This design comes from an exercise in tuning for small area and a short achievable clock period on the open sky130 flow, not from production work. At most, simulation tests tie the RTL to the original design; equivalence was not proved. The RTL of runs 2 to 4 was laid out without a check of its function. No activity file was given, so power comes from the tool's default toggle rates.

**design/flow/run.sh**
```bash
#!/bin/bash
# synth_recipe.tcl (not shown) runs the flow's synth.tcl, then flattens the netlist and writes it again
# the make line also repeats each setting of config.mk as NAME=value (left out here)
make -C /OpenROAD-flow-scripts/flow DESIGN_CONFIG=/design/flow/config.mk WORK_HOME=/design/flow/orfs CLKGATE_MAP_FILE= SYNTH_SCRIPT=/design/flow/synth_recipe.tcl finish
```
**design/flow/config.mk**
```make
export PLATFORM = sky130hd
export DESIGN_NAME = float_addsub
export DESIGN_NICKNAME = float_addsub
export VERILOG_FILES = /design/flow/design.v
export SDC_FILE = /design/flow/constraint.sdc
export NUM_CORES = 4
export LEC_CHECK = 0
export CAP_MARGIN = 20
export CORE_MARGIN = 2
export CORE_UTILIZATION = 40
export SLEW_MARGIN = 20
```
**design/flow/constraint.sdc**
```tcl
create_clock -name core_clock -period 4.0 [get_ports {clk}]
set_input_delay 0.8000 -clock core_clock [delete_from_list [all_inputs] [get_ports {clk}]]
set_output_delay 0.8000 -clock core_clock [all_outputs]
set_load 0.01 [all_outputs]
```
**design/flow/design.v**
```verilog
module lzsv(
	input wire clk,
	input wire [24:0] v,
	output wire [7:0] num,
	output wire [23:0] res
);
 reg [31:0] cnum;
 assign num = cnum[31:24];
 assign res = cnum[23:0];
always @(posedge clk) begin
	if (v[24]) cnum <= {8'hFF, v[24:1]};
	else if (v[23]) cnum <= {8'd0, v[23:0]};
	else if (v[22]) cnum <= {8'd1, v[22:0],  1'b0};
	else if (v[21]) cnum <= {8'd2, v[21:0],  2'b0};
	else if (v[20]) cnum <= {8'd3, v[20:0],  3'b0};
	else if (v[19]) cnum <= {8'd4, v[19:0],  4'b0};
	else if (v[18]) cnum <= {8'd5, v[18:0],  5'b0};
	else if (v[17]) cnum <= {8'd6, v[17:0],  6'b0};
	else if (v[16]) cnum <= {8'd7, v[16:0],  7'b0};
	else if (v[15]) cnum <= {8'd8, v[15:0],  8'b0};
	else if (v[14]) cnum <= {8'd9, v[14:0],  9'b0};
	else if (v[13]) cnum <= {8'd10, v[13:0], 10'b0};
	else if (v[12]) cnum <= {8'd11, v[12:0], 11'b0};
	else if (v[11]) cnum <= {8'd12, v[11:0], 12'b0};
	else if (v[10]) cnum <= {8'd13, v[10:0], 13'b0};
	else if (v[ 9]) cnum <= {8'd14, v[ 9:0], 14'b0};
	else if (v[ 8]) cnum <= {8'd15, v[ 8:0], 15'b0};
	else if (v[ 7]) cnum <= {8'd16, v[ 7:0], 16'b0};
	else if (v[ 6]) cnum <= {8'd17, v[ 6:0], 17'b0};
	else if (v[ 5]) cnum <= {8'd18, v[ 5:0], 18'b0};
	else if (v[ 4]) cnum <= {8'd19, v[ 4:0], 19'b0};
	else if (v[ 3]) cnum <= {8'd20, v[ 3:0], 20'b0};
	else if (v[ 2]) cnum <= {8'd21, v[ 2:0], 21'b0};
	else if (v[ 1]) cnum <= {8'd22, v[ 1:0], 22'b0};
	else if (v[ 0]) cnum <= {8'd23, 24'h800_000};
	else cnum <= {8'd0, 24'd0};
end
endmodule
module float_addsub(
	input wire clk,
	input wire [31:0] v1,
	input wire [31:0] v2,
	input wire op,
	output wire [31:0] vres
);
	assign vres = res;
	reg [31:0] vb;
	reg [31:0] vs;
	reg [7:0] dexp;
	reg [7:0] eb;
	reg [7:0] es;
	reg [22:0] vb2;
	reg [22:0] vs2;
	reg opb;
	reg ops;
	reg [7:0] eb2;
	reg [7:0] es2;
	reg [24:0] vb3;
	reg [24:0] vs3;
	reg opb2;
	reg ops2;
	reg [7:0] vexp3;
	reg [24:0] r;
	reg op3;
	reg [7:0] vexp4;
	reg [7:0] vexp5;
	reg [23:0] lzr;
	reg op4;
	reg op5;
	wire [7:0] lznum;
	wire [23:0] lzres;
	lzsv lzm(
		.clk(clk),
		.v(r),
		.num(lznum),
		.res(lzres)
	);
	reg [31:0] res;
	always @(posedge clk) begin
		if (v2[30:23] < v1[30:23]) begin
			vb <= v1;
			vs <= {v2[31] ^ op, v2[30:0]};
		end else if (v1[30:23] < v2[30:23]) begin
			vb <= {v2[31] ^ op, v2[30:0]};
			vs <= v1;
		end else if (v2[22:0] < v1[22:0]) begin
			vb <= v1;
			vs <= {v2[31] ^ op, v2[30:0]};
		end else begin
			vb <= {v2[31] ^ op, v2[30:0]};
			vs <= v1;
		end
		opb <= vb[31];
		ops <= vs[31];
		dexp <= vb[30:23] - vs[30:23];
		eb <= vb[30:23];
		es <= vs[30:23];
		vb2 <= vb;
		vs2 <= vs;
		opb2 <= opb;
		ops2 <= ops;
		eb2 <= eb;
		es2 <= es;
		vb3 <= {2'b1, vb2};
		vs3 <= {1'b0, vssf({1'b1, vs2}, dexp)};
		if ((eb2 == es2) && (vb3 == vs3) && (opb2 ^ ops2)) begin
			op3 <= 1'b0;
			vexp3 <= 8'b0;
		end else begin
			op3 <= opb2;
			vexp3 <= eb2;
		end
		if (eb2 == 8'b0) begin
			r <= 25'b0;
		end else if (es2 == 8'b0) begin
			r <= vb3;
		end else if (opb2 ^ ops2) begin
			r <= vb3 - vs3;
		end else begin
			r <= vb3 + vs3;
		end
		op4 <= op3;
		op5 <= op4;
		vexp4 <= vexp3;
		vexp5 <= vexp4 - lznum;
		lzr <= lzres;
		res[31] <= op5;
		res[30:23] <= vexp5;
		res[22:0] <= lzr[22:0];
	end
function [23:0] vssf(input [23:0] v, input [7:0] num);
begin
  case(num)
  8'd0: vssf = v;
  8'd1: vssf = {1'b0, v[23:1]};
  8'd2: vssf = {2'b0, v[23:2]};
  8'd3: vssf = {3'b0, v[23:3]};
  8'd4: vssf = {4'b0, v[23:4]};
  8'd5: vssf = {5'b0, v[23:5]};
  8'd6: vssf = {6'b0, v[23:6]};
  8'd7: vssf = {7'b0, v[23:7]};
  8'd8: vssf = {8'b0, v[23:8]};
  8'd9: vssf = {9'b0, v[23:9]};
  8'd10: vssf = {10'b0, v[23:10]};
  8'd11: vssf = {11'b0, v[23:11]};
  8'd12: vssf = {12'b0, v[23:12]};
  8'd13: vssf = {13'b0, v[23:13]};
  8'd14: vssf = {14'b0, v[23:14]};
  8'd15: vssf = {15'b0, v[23:15]};
  8'd16: vssf = {16'b0, v[23:16]};
  8'd17: vssf = {17'b0, v[23:17]};
  8'd18: vssf = {18'b0, v[23:18]};
  8'd19: vssf = {19'b0, v[23:19]};
  8'd20: vssf = {20'b0, v[23:20]};
  8'd21: vssf = {21'b0, v[23:21]};
  8'd22: vssf = {22'b0, v[23:22]};
  8'd23: vssf = {23'b0, v[23]};
  default: vssf = 24'b0;
  endcase
end
endfunction
endmodule
```
==> impl_metrics.ini, run 1 <==
[floorplanning]
core_area_um2 = 40600
ioPinCount = 98
start_util_pct = 40.4
die_h_um = 207
rows = 74
die_x_um = 207
dieArea_um2 = 42700

[synth]
ys_types = 72
synth_edf_count = 0
synth-seq-cells = 337
syn-mean-instance-area_um2 = 8.82
synth.largest_area_cell = dfxtp_1
ys_warn_count = 2
syn_nets = 2023
netlist_area_um2 = 16400
synth_top_area_share_pct = 41.1
synth_top_flop_cell = dfxtp_1
synthCells = 1863
yosys-top-cells-area = dfxtp_1, ha_1, a21oi_1
synthArstFlopShare_pct = 0
seq_area_frac_synth_pct = 41.1

[placed_design]
place_ws_ps = 86.1
io_buffers = 97
dpl.hpwl_um = 33000
gp_congestion = 0.973

[power_and_ir_drop]
irDropWorstVdd_uv = 334
total_leakage_power_uw = 0.00771
power_density_nw_per_um2 = 759

[critical_path]
required_ps = 4440
crit_type = in -> reg
crit_top_cell = nor2_1
crit_fanout = 38
start_kind = input pin
worst-r2r-setup-slack_ps = 810
cp_slowest_cell = clkdlybuf4s50_1
worstSetupEndpointType = register
cpPeakStageDelay_ps = 490
worst-endpoint-arrival_ps = 3770
crit_chain = clkdlybuf4s50_1 > inv_1 > ha_1 > a21o_1 > a21oi_1 > nor2_1 > a2111oi_2 > nor2_1 > o2111ai_1 > o211ai_1 > o21ai_4 > buf_12 > mux2_2

[clocking]
cts_tree = done
root_buffer = clkbuf_16
htreeDepth = 2
cts_buffer_depth = 3
numCtsBuffers = 38
ctsHoldBuffers = 0
cts.sinks = 337
path_clk_slew_ps = 60
clk_latency_ps = 560
cts_resized = 0
cts_setup_buffers = 0

[sta]
final-hold-violation-count = 0
fin_crit_sh_pct = 83.2
setup-violations-final = 0
holdWs_ps = 321
fin_ws_ps = 674
max-slew-margin-rel_pct = 28.1
fmax_ghz = 0.301
fin_crit_ps = 3330
fin_tns_setup_ps = 0
fin_skew_ps = 15.6
worst_pin_slew_ps = 1080
slew_violations = 0
rsz0062_at_grt = no

[final_layout]
drive_above_1_share_pct = 8.91
fillers = 3830
area_growth_pct = 17.0
final_nets = 2049
final_cell_mix = dfxtp_1, a21oi_1, nor2_1
final_common_cell = dfxtp_1
antennaDiodeCount = 0

[global_routing]
grt_pass1_vias = 13500
antenna_found_initial = 1
grt_start_max_net_pins = 39
overflow = 0
grt_pass1_wl_um = 74000
track_usage_pct = 21.8

[job]
max_cap_violations = 0

[detailed_routing]
finalWirelength_um = 46900
drtPass1Iterations = 7
antenna_left = 0
routed-via-count = 14300
drt_iter0_drc = 1775
routedWlPerCell_um = 19.1
vias_per_cell = 5.85
drc_errors = 0

[status]
status = complete, no violations

[hold_path]
worst_hold_path_type = reg -> reg
-- final timing paths --
| path | start | end | cells past startpoint |
|---|---|---|---|
| worst max-delay path | v1[8] | vb[2] | 13 |
| worst min-delay path | vb2[10] | vb3[10] | 0 |
| worst max register to register | vs3[8] | r[24] | 11 |
| worst min register to register | vb2[10] | vb3[10] | 0 |
-- sequential cells by signal, indices dropped and copies added, names as in the netlist, 23 cells and up --
name / count
vs2: 23
r: 25
vb3: 23
res: 32
vs3: 24
lzm.cnum: 29
lzr: 23
vb2: 23
vb: 32
vs: 32
-- per-layer routing --
metal	GRT usage (%)	vias up	wire length (µm)
met3	3.70	171	3210
met4	10.8	0	2170
met1	27.6	6709	19600
met5	0	-	0
met2	35.8	666	21900
li1	-	6790	-
-- area by class of cell --
cell class	instances	area, µm²	area share [%]
well taps	532	666	3.46
flip-flops and latches	337	6750	35.1
repair buffers	131	1250	6.51
clock inverters	25	404	2.10
clock buffers	45	1050	5.45
inverters	112	420	2.19
multi-input cells	1269	8690	45.2
-- synth_stat cells, drive strengths merged, types with 19 or more instances --
cell    number
xor2        20
xnor2       23
o211ai      19
clkbuf     112
mux2        66
a21oi      161
o21ai      109
nor2       134
a21o        24
buf         33
a211oi      46
inv        107
dfxtp      337
nor2b       41
nand2b      20
a22oi       49
a221oi      36
nor3        27
ha          90
nand2      114
a31oi       30
nand3       33
-- report_power, final --
group,internal (µW),leakage [µW],switching (µW)
Sequential,4320,0.00283,913
Combinational,2240,0.00418,3210
Clock,2480,0.000697,1430
-- critical path, delay by kind of cell --
family,cells,cell delay (ps)
muxes,1,380
buffers and inverters,3,800
and+or+nand+nor,2,160
AOI/OAI and AO/OA,6,1320
adders and majority gates,1,300
-- metrics by stage --
| stage | instance area, µm² | total power (µW) | std cells | util, % |
|---|---|---|---|---|
| global route | 19200 | 15500 | 2451 | 47.3 |
| global placement | 17800 | 10600 | 2381 | 43.7 |
| floorplan | 16400 | 8830 | 1863 | - |
| detailed placement | 17800 | 10600 | 2381 | 43.7 |
| CTS | 19200 | 14600 | 2451 | 47.3 |
| finish | 19200 | 14600 | 2451 | 47.3 |
-- cell families (layout without fill, tap and decap cells) --
| kind of cell | count (synthesis) | in the layout | synth area share (%) |
|---|---|---|---|
| compound gates | 605 | 605 | 24.6 |
| xor+xnor | 43 | 43 | 2.29 |
| fa+ha+maj | 94 | 94 | 7.34 |
| buf+inv | 257 | 313 | 6.21 |
| flops | 337 | 337 | 41.1 |
| mux | 84 | 84 | 5.70 |
| simple gates | 443 | 443 | 12.8 |
==> run 2: changes to the inputs <==
==> design/flow/design.v (replaced) <==
module lzc25(
	input wire [24:0] v,
	output reg [4:0] n
);
	integer i;
	always @(*) begin
		n = 5'd0;
		for (i = 0; i < 25; i = i + 1)
			if (v[i]) n = 5'd24 - i[4:0];
	end
endmodule
module float_addsub(
	input wire clk,
	input wire [31:0] v1,
	input wire [31:0] v2,
	input wire op,
	output wire [31:0] vres
);
	wire        s1 = v1[31];
	wire        s2 = v2[31] ^ op;
	wire [7:0]  e1 = v1[30:23];
	wire [7:0]  e2 = v2[30:23];
	wire        gt = v1[30:0] > v2[30:0];     
	wire        eq = v1[30:0] == v2[30:0];
	wire        sub = s1 ^ s2;
	wire [8:0]  d12 = {1'b0, e1} - {1'b0, e2};
	wire [7:0]  d21 = e2 - e1;
	wire [7:0]  d = d12[8] ? d21 : d12[7:0];
	wire        ez = (e1 == 8'd0) | (e2 == 8'd0);      
	wire        bz = (e1 == 8'd0) & (e2 == 8'd0);      
	wire        far = ez | (d[7:5] != 3'd0) | (d[4:3] == 2'b11);
	reg         r1_s, r1_sub, r1_kill;
	reg  [7:0]  r1_e;
	reg  [22:0] r1_fb, r1_fs;
	reg  [4:0]  r1_sh;
	always @(posedge clk) begin
		r1_s    <= (gt ? s1 : s2) & ~(eq & sub);
		r1_sub  <= sub;
		r1_kill <= bz | (eq & sub);
		r1_e    <= gt ? e1 : e2;
		r1_fb   <= gt ? v1[22:0] : v2[22:0];
		r1_fs   <= gt ? v2[22:0] : v1[22:0];
		r1_sh   <= far ? 5'd31 : d[4:0];
	end
	wire [23:0] sm = {1'b1, r1_fs} >> r1_sh;
	wire [24:0] sum = r1_sub ? ({2'b01, r1_fb} - {1'b0, sm}) : ({2'b01, r1_fb} + {1'b0, sm});
	reg         r2_s, r2_kill;
	reg  [7:0]  r2_e;
	reg  [24:0] r2_r;
	always @(posedge clk) begin
		r2_s    <= r1_s;
		r2_kill <= r1_kill;
		r2_e    <= r1_e + 8'd1;
		r2_r    <= sum;
	end
	wire [4:0] lz;
	lzc25 lzm(.v(r2_r), .n(lz));
	reg         r3_s, r3_kill;
	reg  [7:0]  r3_e;
	reg  [24:0] r3_r;
	reg  [4:0]  r3_lz;
	always @(posedge clk) begin
		r3_s    <= r2_s;
		r3_kill <= r2_kill;
		r3_e    <= r2_e;
		r3_r    <= r2_r;
		r3_lz   <= lz;
	end
	wire [24:0] nr = r3_r << r3_lz;
	wire [7:0]  ne = r3_e - {3'b0, r3_lz};
	reg  [31:0] r4, r5, r6, r7;
	always @(posedge clk) begin
		r4 <= {r3_s, r3_kill ? 8'd0 : ne, r3_kill ? 23'd0 : nr[23:1]};
		r5 <= r4;
		r6 <= r5;
		r7 <= r6;
	end
	assign vres = r7;
endmodule
==> run 2 against run 1 <==
Count of clock-buffer cells in the layout down 13. Via count down 19%. Total power is 22% lower. Area after synthesis fell by 20%. Non-clock buffer count grew 200. Combinational power down 9.2%. Die area is 19% lower. Final cell count down 10%. Synthesized cell count down 21%. Clock skew is 9.1 ps lower. Critical path type is now reg -> reg. Sequential power down about 20%. Largest power group unchanged. Largest cell class unchanged. The layout now fails its checks (setup timing). Hold slack improved by 2.5 ps.
==> impl_metrics.ini, run 2 <==
[floorplanning]
ioPinCount = 98
core_area_um2 = 32500
die_x_um = 186
dieArea_um2 = 34500
die_h_um = 186
rows = 66
start_util_pct = 40.6

[sta]
worst_pin_slew_ps = 832
final-hold-violation-count = 0
fin_skew_ps = 6.52
fin_crit_sh_pct = 114
fin_tns_setup_ps = -2950
setup-violations-final = 10
fin_ws_ps = -558
max-slew-margin-rel_pct = 44.4
rsz0062_at_grt = yes
fin_crit_ps = 4560
fmax_ghz = 0.219
slew_violations = 0

[final_layout]
final_cell_mix = dfxtp_1, buf_4, nand2_1
final_util_pct = 53.8
antennaDiodeCount = 0
fillers = 2995
final_nets = 1886
drive_above_1_share_pct = 23.0
area_growth_pct = 32.4
final_common_cell = dfxtp_1

[placed_design]
dpl.hpwl_um = 27400
gp_congestion = 0.912
io_buffers = 97

[hold_path]
worst_hold_path_type = reg -> reg

[synth]
yosys-top-cells-area = dfxtp_1, ha_1, nand2_1
yosysMostFrequentCell = dfxtp_1
synthCells = 1472
synth-seq-cells = 264
ys_warn_count = 2
synth_top_area_share_pct = 40.0
synth_edf_count = 0
synth_top_flop_cell = dfxtp_1
netlist_area_um2 = 13200
seq_area_frac_synth_pct = 40.0
synth_commonest_cells = dfxtp_1, nand2_1, nor2_1, a21oi_1, inv_1
syn-mean-instance-area_um2 = 8.98
synthArstFlopShare_pct = 0
synth.largest_area_cell = dfxtp_1
ys_types = 73
syn_nets = 1610

[detailed_routing]
drtPass1Iterations = 6
drt_iter0_drc = 644
drc_errors = 0
vias_per_cell = 5.29
routedWlPerCell_um = 15.8
finalWirelength_um = 34900
antenna_left = 0
routed-via-count = 11700

[clocking]
path_clk_slew_ps = 60
cts.sinks = 264
cts_buffer_depth = 3
htreeDepth = 1
root_buffer = clkbuf_16
numCtsBuffers = 25
clk_latency_ps = 530
cts_tree = done

[global_routing]
overflow = 0
track_usage_pct = 20.3
antenna_found_initial = 0
grt_pass1_vias = 11200
grt_start_max_net_pins = 69
grt_pass1_wl_um = 56400

[critical_path]
worstSetupEndpointType = register
crit_type = reg -> reg
crit_fanout = 7
start_kind = register
worst-endpoint-arrival_ps = 5010
required_ps = 4460

[job]
max_cap_violations = 0

[status]
check.faults = setup timing
status = failed layout checks

[power_and_ir_drop]
irDropWorstVdd_uv = 306
power_density_nw_per_um2 = 653
total_leakage_power_uw = 0.00755
-- run 2: cell count changes after synthesis, sizes merged, moves of 33 or more --
| cell | delta |
|---|---|
| clkbuf | -48 |
| a21oi | -85 |
| o21ai | -74 |
| inv | -33 |
| nand3 | +37 |
| a22oi | -45 |
| dfxtp | -73 |
| nand2 | +77 |
| mux2 | -45 |
| a2bb2oi | +51 |
| o211ai | +43 |
-- run 2: logic make-up (layout without fill, tap and decap cells) --
logic type | Yosys count | after routing | synth area share, %
adder cells (fa/ha/maj) | 72 | 72 | 7.04
AND/OR/NAND/NOR | 489 | 489 | 17.1
AO/OA/AOI/OAI | 365 | 365 | 19.5
XOR/XNOR | 53 | 53 | 3.51
multiplexers | 71 | 71 | 8.07
buffers and inverters | 158 | 451 | 4.81
flip-flops | 264 | 264 | 40.0
-- run 2: layout make-up --
| class | count | area [µm²] | area share, % |
|---|---|---|---|
| tap | 442 | 553 | 3.16 |
| timing repair buffer | 331 | 2910 | 16.6 |
| sequential | 264 | 5290 | 30.2 |
| clock buffer | 32 | 712 | 4.07 |
| clock inverter | 12 | 110 | 0.629 |
| multi-input combinational | 1050 | 7640 | 43.7 |
| inverter | 76 | 285 | 1.63 |
-- run 2: power by group --
part           internal (µW)  switching [µW]  total (µW)  leakage [µW]
clock network           1330             952        2280      0.000413
logic                   2570            2380        4950       0.00491
registers               3710             491        4200       0.00222
total                   7610            3830       11400       0.00755
-- run 2: final timing paths --
check	start	slack [ps]	cells past startpoint	to
hold reg to reg	r4[2]	320	0	r5[2]
hold / removal	r4[2]	320	0	r5[2]
setup reg to reg	r1_sh[0]	-560	21	r2_r[24]
setup / recovery	r1_sh[0]	-560	21	r2_r[24]
-- run 2: timing repair --
action | 4_1_cts | 5_1_grt
endpoints found under the hold margin | 0 | 0
cloned | 0 | 0
hold buffers | 0 | 0
pin swaps | 19 | 13
setup endpoints to repair | 15 | 20
buffers inserted | 8 | 5
gates resized for setup | 38 | 29
-- run 2: per-stage QoR --
| stage | setup WS [ps] | area (µm²) | std cells | power (µW) | hold slack [ps] |
|---|---|---|---|---|---|
| 3_5_place_dp | -821 | 16300 | 2150 | 8950 | 312 |
| 3_3_place_gp | -734 | 16300 | 2150 | 8870 | 310 |
| 5_1_grt | -828 | 17500 | 2207 | 12200 | 326 |
| 2_1_floorplan | -527 | 13300 | 1472 | 6970 | 310 |
| 6_report | -558 | 17500 | 2207 | 11400 | 324 |
| 4_1_cts | -557 | 17400 | 2202 | 11400 | 323 |
-- run 2: worst max-delay path: stages, from the launching register on --
cell and delay, ps:
dfxtp_4 410, buf_8 150, buf_6 100, mux4_2 500, a22oi_2 150, a31o_2 210, nor4b_4 180, buf_4 160
nand3_4 70, nor3_4 150, and3b_2 220, buf_4 110, a31oi_1 90, xnor2_1 150, ha_1 320, a21o_1 170
or3_4 340, o21ai_4 210, o311ai_2 120, or3_1 340, o221ai_2 170, xor2_1 170
-- run 2: per-layer routing --
metal  part of all wire, %  GRT usage (%)  vias up
li1                      -              -     5847
met3                   4.8           2.29       59
met2                    49           36.6      290
met4                   2.4           5.32        0
met5                     0              0        -
met1                    44           25.6     5470
==> run 3: changes to the inputs <==
--- a/design/flow/design.v
+++ b/design/flow/design.v
@@ -43,13 +43,24 @@
 		r1_sh   <= far ? 5'd31 : d[4:0];
 	end
-	wire [23:0] sm = {1'b1, r1_fs} >> r1_sh;
-	wire [24:0] sum = r1_sub ? ({2'b01, r1_fb} - {1'b0, sm}) : ({2'b01, r1_fb} + {1'b0, sm});
+	reg         q_s, q_sub, q_kill;
+	reg  [7:0]  q_e;
+	reg  [22:0] q_fb;
+	reg  [23:0] q_sm;
+	always @(posedge clk) begin
+		q_s    <= r1_s;
+		q_sub  <= r1_sub;
+		q_kill <= r1_kill;
+		q_e    <= r1_e + 8'd1;
+		q_fb   <= r1_fb;
+		q_sm   <= {1'b1, r1_fs} >> r1_sh;
+	end
+	wire [24:0] sum = q_sub ? ({2'b01, q_fb} - {1'b0, q_sm}) : ({2'b01, q_fb} + {1'b0, q_sm});
 	reg         r2_s, r2_kill;
 	reg  [7:0]  r2_e;
 	reg  [24:0] r2_r;
 	always @(posedge clk) begin
-		r2_s    <= r1_s;
-		r2_kill <= r1_kill;
-		r2_e    <= r1_e + 8'd1;
+		r2_s    <= q_s;
+		r2_kill <= q_kill;
+		r2_e    <= q_e;
 		r2_r    <= sum;
 	end
@@ -69,11 +80,10 @@
 	wire [24:0] nr = r3_r << r3_lz;
 	wire [7:0]  ne = r3_e - {3'b0, r3_lz};
-	reg  [31:0] r4, r5, r6, r7;
+	reg  [31:0] r4, r5, r6;
 	always @(posedge clk) begin
 		r4 <= {r3_s, r3_kill ? 8'd0 : ne, r3_kill ? 23'd0 : nr[23:1]};
 		r5 <= r4;
 		r6 <= r5;
-		r7 <= r6;
 	end
-	assign vres = r7;
+	assign vres = r6;
 endmodule
==> run 3 against run 2 <==
Now clean on timing, DRC and antenna. Sequential cell count grew 26. Global-route usage shrank 5.2 points. Count of clock-buffer cells in the layout grew 1. Critical path type unchanged.
==> impl_metrics.ini, run 3 <==
[detailed_routing]
finalWirelength_um = 24900
vias_per_cell = 5.01
antenna_left = 0
routedWlPerCell_um = 14.4
drtPass1Iterations = 7
drt_iter0_drc = 534
routed-via-count = 8626
drc_errors = 0

[final_layout]
antennaDiodeCount = 0
drive_above_1_share_pct = 10.6
final_cell_mix = dfxtp_1, nor2_1, clkdlybuf4s50_1
largest_registers = r4 (32), r5 (32), r6 (32)
final_common_cell = dfxtp_1
area_growth_pct = 20.2
final_nets = 1443
fillers = 2816
final_util_pct = 48.6

[critical_path]
cp_top_family = compound AO/OA/AOI/OAI gates
worstSetupEndpointType = register
cp.buffers_inverters = 0
cp_slowest_cell = a2111oi_0
worst-endpoint-arrival_ps = 4130
crit_cells = 12
crit_fanout = 5
crit_chain = or4_1 > nor3b_4 > a21oi_1 > xnor2_1 > ha_1 > and4_1 > nand2_1 > o211ai_1 > a31o_2 > a2111oi_0 > o21bai_1 > xor2_1
r2r_cells = 12
crit_type = reg -> reg
required_ps = 4430
start_kind = register
cpPeakStageDelay_ps = 660

[placed_design]
io_buffers = 97
gp_congestion = 0.912
place_ws_ps = 202
dpl.hpwl_um = 19500

[global_routing]
grt_pass1_vias = 8547
overflow = 0
grt_start_max_net_pins = 43
grt_pass1_wl_um = 41000
track_usage_pct = 15.1
antenna_found_initial = 0

[synth]
synth_edf_count = 0
synthArstFlopShare_pct = 0
ys_warn_count = 2
syn-mean-instance-area_um2 = 10.2
netlist_area_um2 = 12300
syn_nets = 1349
ys_types = 69
synthCells = 1211
seq_area_frac_synth_pct = 47.1
yosys-top-cells-area = dfxtp_1, ha_1, mux2i_1
synth_commonest_cells = dfxtp_1, nor2_1, inv_1, nand2_1, ha_1
synth-seq-cells = 290
synth_top_flop_cell = dfxtp_1
synth_top_area_share_pct = 47.1
synth.largest_area_cell = dfxtp_1
yosysMostFrequentCell = dfxtp_1

[clocking]
numCtsBuffers = 29
clk_latency_ps = 550
path_clk_slew_ps = 60
cts.sinks = 290
cts_resized = 0
htreeDepth = 1
root_buffer = clkbuf_16
cts_buffer_depth = 3
cts_setup_buffers = 0
ctsHoldBuffers = 0
cts_tree = done

[power_and_ir_drop]
irDropWorstVdd_uv = 391
p_sw_share_pct = 31.5
p_int_uw = 7710
p_comb_share_pct = 34.3
total_leakage_power_uw = 0.00621
power_frac_clock_pct = 27.5
pwr-share-seq_pct = 38.2
power_density_nw_per_um2 = 759
p_switching_uw = 3540

[sta]
holdWs_ps = 318
fmax_ghz = 0.271
fin_crit_sh_pct = 92.3
fin_skew_ps = 11.1
max-slew-margin-rel_pct = 39.8
slew_violations = 0
rsz0062_at_grt = no
final-hold-violation-count = 0
fin_crit_ps = 3690
setup-violations-final = 0
fin_tns_setup_ps = 0
worst_pin_slew_ps = 902
fin_ws_ps = 306

[floorplanning]
die_x_um = 180
core_area_um2 = 30500
rows = 64
start_util_pct = 40.4
die_h_um = 180
ioPinCount = 98
dieArea_um2 = 32300

[hold_path]
hold_path_depth = 0
worst_hold_path_type = reg -> reg

[status]
status = complete, no violations

[job]
max_cap_violations = 0
==> run 3: cell count changes after synthesis, sizes merged, moves of 10 or more <==
cell / before / now
mux2i: 24 / 56
o211ai: 62 / 6
a21oi: 76 / 66
mux4: 26 / 14
nand3: 70 / 6
nand2: 191 / 72
mux2: 21 / 61
clkbuf: 64 / 28
a2bb2oi: 54 / 0
dfxtp: 264 / 290
==> run 3: per-layer routing <==
layer | vias to the layer above | global-route usage (%) | share of wire, %
li1 | 4468 | - | -
met3 | 51 | 2.23 | 3.8
met1 | 3914 | 18.9 | 46
met4 | 0 | 5.01 | 3.0
met5 | - | 0 | 0
met2 | 193 | 26.5 | 47
==> run 3: cell families after synthesis <==
| kind of cell | share of synthesized area (%) |
|---|---|
| compound gates | 13.1 |
| xor+xnor | 4.11 |
| fa+ha+maj | 7.55 |
| buf+inv | 4.10 |
| flops | 47.1 |
| mux | 12.7 |
| simple gates | 11.4 |
==> run 3: power by group through the flow <==
| stage | logic, µW | registers, µW | clock network, µW |
|---|---|---|---|
| after floorplan | 2780 | 4280 | 0 |
| after global placement | 3840 | 4340 | 0 |
| after detailed placement | 3870 | 4370 | 0 |
| after CTS | 3880 | 4310 | 3170 |
| after global routing | 4310 | 4410 | 3290 |
| final | 3860 | 4300 | 3090 |
==> run 3: layout make-up <==
class	count	area [µm²]	share of cell area, %
Multi-Input combinational cell	798	6020	40.6
Sequential cell	290	5810	39.2
Timing Repair Buffer	110	1080	7.29
Clock buffer	33	771	5.20
Tap cell	396	495	3.34
Clock inverter	20	360	2.43
Inverter	76	285	1.92
==> run 3: path summary, 6_finish.rpt <==
kind / start / end / slack, ps
setup / recovery: q_sm[0] / r2_r[17] / 310
setup reg to reg: q_sm[0] / r2_r[17] / 310
hold / removal: q_e[7] / r2_e[7] / 320
hold reg to reg: q_e[7] / r2_e[7] / 320
==> run 3: metrics by stage <==
stage	power, µW	cells	cell area [µm²]
final	11300	1723	14800
after global routing	12000	1723	14800
after CTS	11400	1723	14800
after detailed placement	8230	1670	13700
after global placement	8180	1670	13700
after floorplan	7060	1211	12300
==> run 4: changes to the inputs <==
--- a/design/flow/config.mk
+++ b/design/flow/config.mk
@@ -9,3 +9,4 @@
 export CORE_MARGIN = 2
 export CORE_UTILIZATION = 40
+export SETUP_SLACK_MARGIN = 1.6
 export SLEW_MARGIN = 20
==> run 4 against run 3 <==
Sequential power about the same. Critical path type unchanged. Final cell count increased by 6.3%. Still clean. Total power increased by 6.7%.
==> impl_metrics.ini, run 4 <==
[global_routing]
grt_start_max_net_pins = 31
overflow = 0
antenna_found_initial = 0
grt_pass1_wl_um = 45400
grt_pass1_vias = 9208
track_usage_pct = 16.7

[synth]
ys_types = 69
yosys-top-cells-area = dfxtp_1, ha_1, mux2i_1
synth.largest_area_cell = dfxtp_1
synth_edf_count = 0
synth-seq-cells = 290
yosysMostFrequentCell = dfxtp_1
syn-mean-instance-area_um2 = 10.2
syn_nets = 1349
seq_area_frac_synth_pct = 47.1
synth_top_area_share_pct = 47.1
ys_warn_count = 2
synth_commonest_cells = dfxtp_1, nor2_1, inv_1, nand2_1, ha_1
netlist_area_um2 = 12300
synthArstFlopShare_pct = 0
synth_top_flop_cell = dfxtp_1
synthCells = 1211

[critical_path]
worst-r2r-setup-slack_ps = 690
crit_fanout = 4
start_kind = register
regToRegEndpoint = r2_r[23]
crit_type = reg -> reg
r2r_cells = 15
setup.worst_path.start = q_sm[0]
worst-endpoint-arrival_ps = 3730
worstReg2RegStart = q_sm[0]
required_ps = 4420
cp-endpoint = r2_r[23]
worstSetupEndpointType = register

[final_layout]
fillers = 2602
largest_registers = r4 (32), r5 (32), r6 (32)
final_common_cell = dfxtp_1
final_nets = 1550
area_growth_pct = 37.4
drive_above_1_share_pct = 30.0
final_cell_mix = dfxtp_1, nor2_1, buf_4
antennaDiodeCount = 0

[detailed_routing]
drt_iter0_drc = 507
vias_per_cell = 5.08
antenna_left = 0
drtPass1Iterations = 5
routed-via-count = 9293
drc_errors = 0
routedWlPerCell_um = 15.3
finalWirelength_um = 28100

[floorplanning]
core_area_um2 = 30500
dieArea_um2 = 32300
die_x_um = 180
rows = 64
die_h_um = 180
start_util_pct = 40.4
ioPinCount = 98

[job]
max_cap_violations = 0

[clocking]
root_buffer = clkbuf_16
cts.sinks = 290
clk_latency_ps = 540
numCtsBuffers = 29
ctsHoldBuffers = 0
path_clk_slew_ps = 60
cts_buffer_depth = 3
cts_tree = done
htreeDepth = 1

[placed_design]
dpl.hpwl_um = 19500
place_ws_ps = 62.7
gp_congestion = 0.898
io_buffers = 97

[sta]
rsz0062_at_grt = yes
setup-violations-final = 0
holdWs_ps = 324
slew_violations = 0
fin_crit_ps = 3310
max-slew-margin-rel_pct = 49.1
final-hold-violation-count = 0
worst_pin_slew_ps = 762
fmax_ghz = 0.302
fin_tns_setup_ps = 0
fin_skew_ps = 10.7
fin_ws_ps = 689
fin_crit_sh_pct = 82.8

[power_and_ir_drop]
power_density_nw_per_um2 = 709
irDropWorstVdd_uv = 344
total_leakage_power_uw = 0.00722

[status]
status = complete, no violations

[hold_path]
worst_hold_path_type = reg -> reg
run 4: worst min path at each step:
stage | start | end | slack [ps] | depth (start not counted)
after floorplan | r1_fb[0] | q_fb[0] | 310 | 0
after global placement | r4[25] | r5[25] | 310 | 0
after detailed placement | q_e[6] | r2_e[6] | 310 | 0
after CTS | r5[17] | r6[17] | 320 | 0
after global routing | r5[12] | r6[12] | 330 | 0
final | r5[25] | r6[25] | 320 | 0
run 4: per-layer routing:
metal	track usage, %	part of all wire (%)	vias up
met4	5.30	3.1	0
met2	30.0	49	219
met5	0	0	-
li1	-	-	4697
met3	2.43	4.0	62
met1	20.6	43	4315
run 4: logic make-up (layout without fill, tap and decap cells):
family	count (synthesis)	after routing	share of synthesized area, %
compound gates	246	247	13.1
buf+inv	123	346	4.10
xor+xnor	57	57	4.11
simple gates	292	292	11.4
fa+ha+maj	72	72	7.55
flops	290	290	47.1
mux	131	131	12.7
run 4: what timing repair did:
item                       CTS  global route
buffers inserted            61            35
setup endpoints to repair   78            91
gates resized for setup    324           101
pin swaps                   87            54
cloned                       9             0
run 4: layout make-up:
class                   count  area (µm²)  area share (%)
flip-flops and latches    290        5810            34.3
clock inverters            18         265            1.57
well taps                 396         495            2.92
repair inverters            1        5.00          0.0295
repair buffers            215        2180            12.9
inverters                  76         320            1.89
multi-input cells         799        7070            41.7
clock buffers              36         792            4.67
run 4: through the flow:
| stage | area, µm² | cells | util, % | total power, µW |
|---|---|---|---|---|
| final | 16900 | 1831 | 55.5 | 12000 |
| after global routing | 16900 | 1831 | 55.5 | 12800 |
| after CTS | 16300 | 1796 | 53.4 | 11800 |
| after detailed placement | 14000 | 1672 | 45.9 | 8380 |
| after global placement | 14000 | 1672 | 45.9 | 8320 |
| after floorplan | 12600 | 1211 | - | 7220 |
run 4: report_power, final:
group | switching [µW] | internal [µW] | total [µW]
clock | 1100 | 1800 | 2900
combinational | 2350 | 2460 | 4820
sequential | 440 | 3860 | 4300
run 4: critical path: stages (launching register included):
cell and delay [ps]:
dfxtp_2 340, or4_4 570, nor3b_4 250, buf_6 140, and2_4 160, a21oi_2 60, xnor2_1 130, ha_1 340
buf_4 150, buf_4 140, a21o_1 150, a21o_1 230, a21oi_1 210, nand3b_1 100, a21oi_1 160, nor4_2 60

==> re-timing with driven ports <==
How much do the figures lean on ideal ports? The routed layouts below were timed once more, with nothing changed but the port constraints. Step 1 (the two cells are an assumption about what drives the block):
set clk [get_ports {clk}]
set_driving_cell -lib_cell sky130_fd_sc_hd__clkbuf_16 $clk
set_driving_cell -lib_cell sky130_fd_sc_hd__buf_2 [delete_from_list [all_inputs] $clk]
Step 2 moves the port delays by t, midway between the first and last clock arrival at a register: inputs arrive t later, outputs are due t later. That takes back most of the time a late clock gives input paths. Slacks: no drivers / after step 1 / after step 2; pairs: no drivers / after step 1.
run | shift t [ns] | slack for setup (ns) | latest minus earliest clock arrival (ns) | worst slew at a driven data input, ns | cell pins on the clock port's net
run 1 | 0.607 | 0.674 / 0.699 / 0.092 | 0.019 / 0.019 | 0.05 | 1
run 2 | 0.573 | -0.558 / -0.558 / -0.558 | 0.007 / 0.007 | 0.05 | 1
run 3 | 0.592 | 0.306 / 0.306 / 0.178 | 0.014 / 0.014 | 0.04 | 1
run 4 | 0.584 | 0.689 / 0.689 / 0.535 | 0.012 / 0.012 | 0.06 | 1
The setup slack of run 1, which loses most, moves by +0.025 ns with the drivers and by -0.582 ns with both steps.
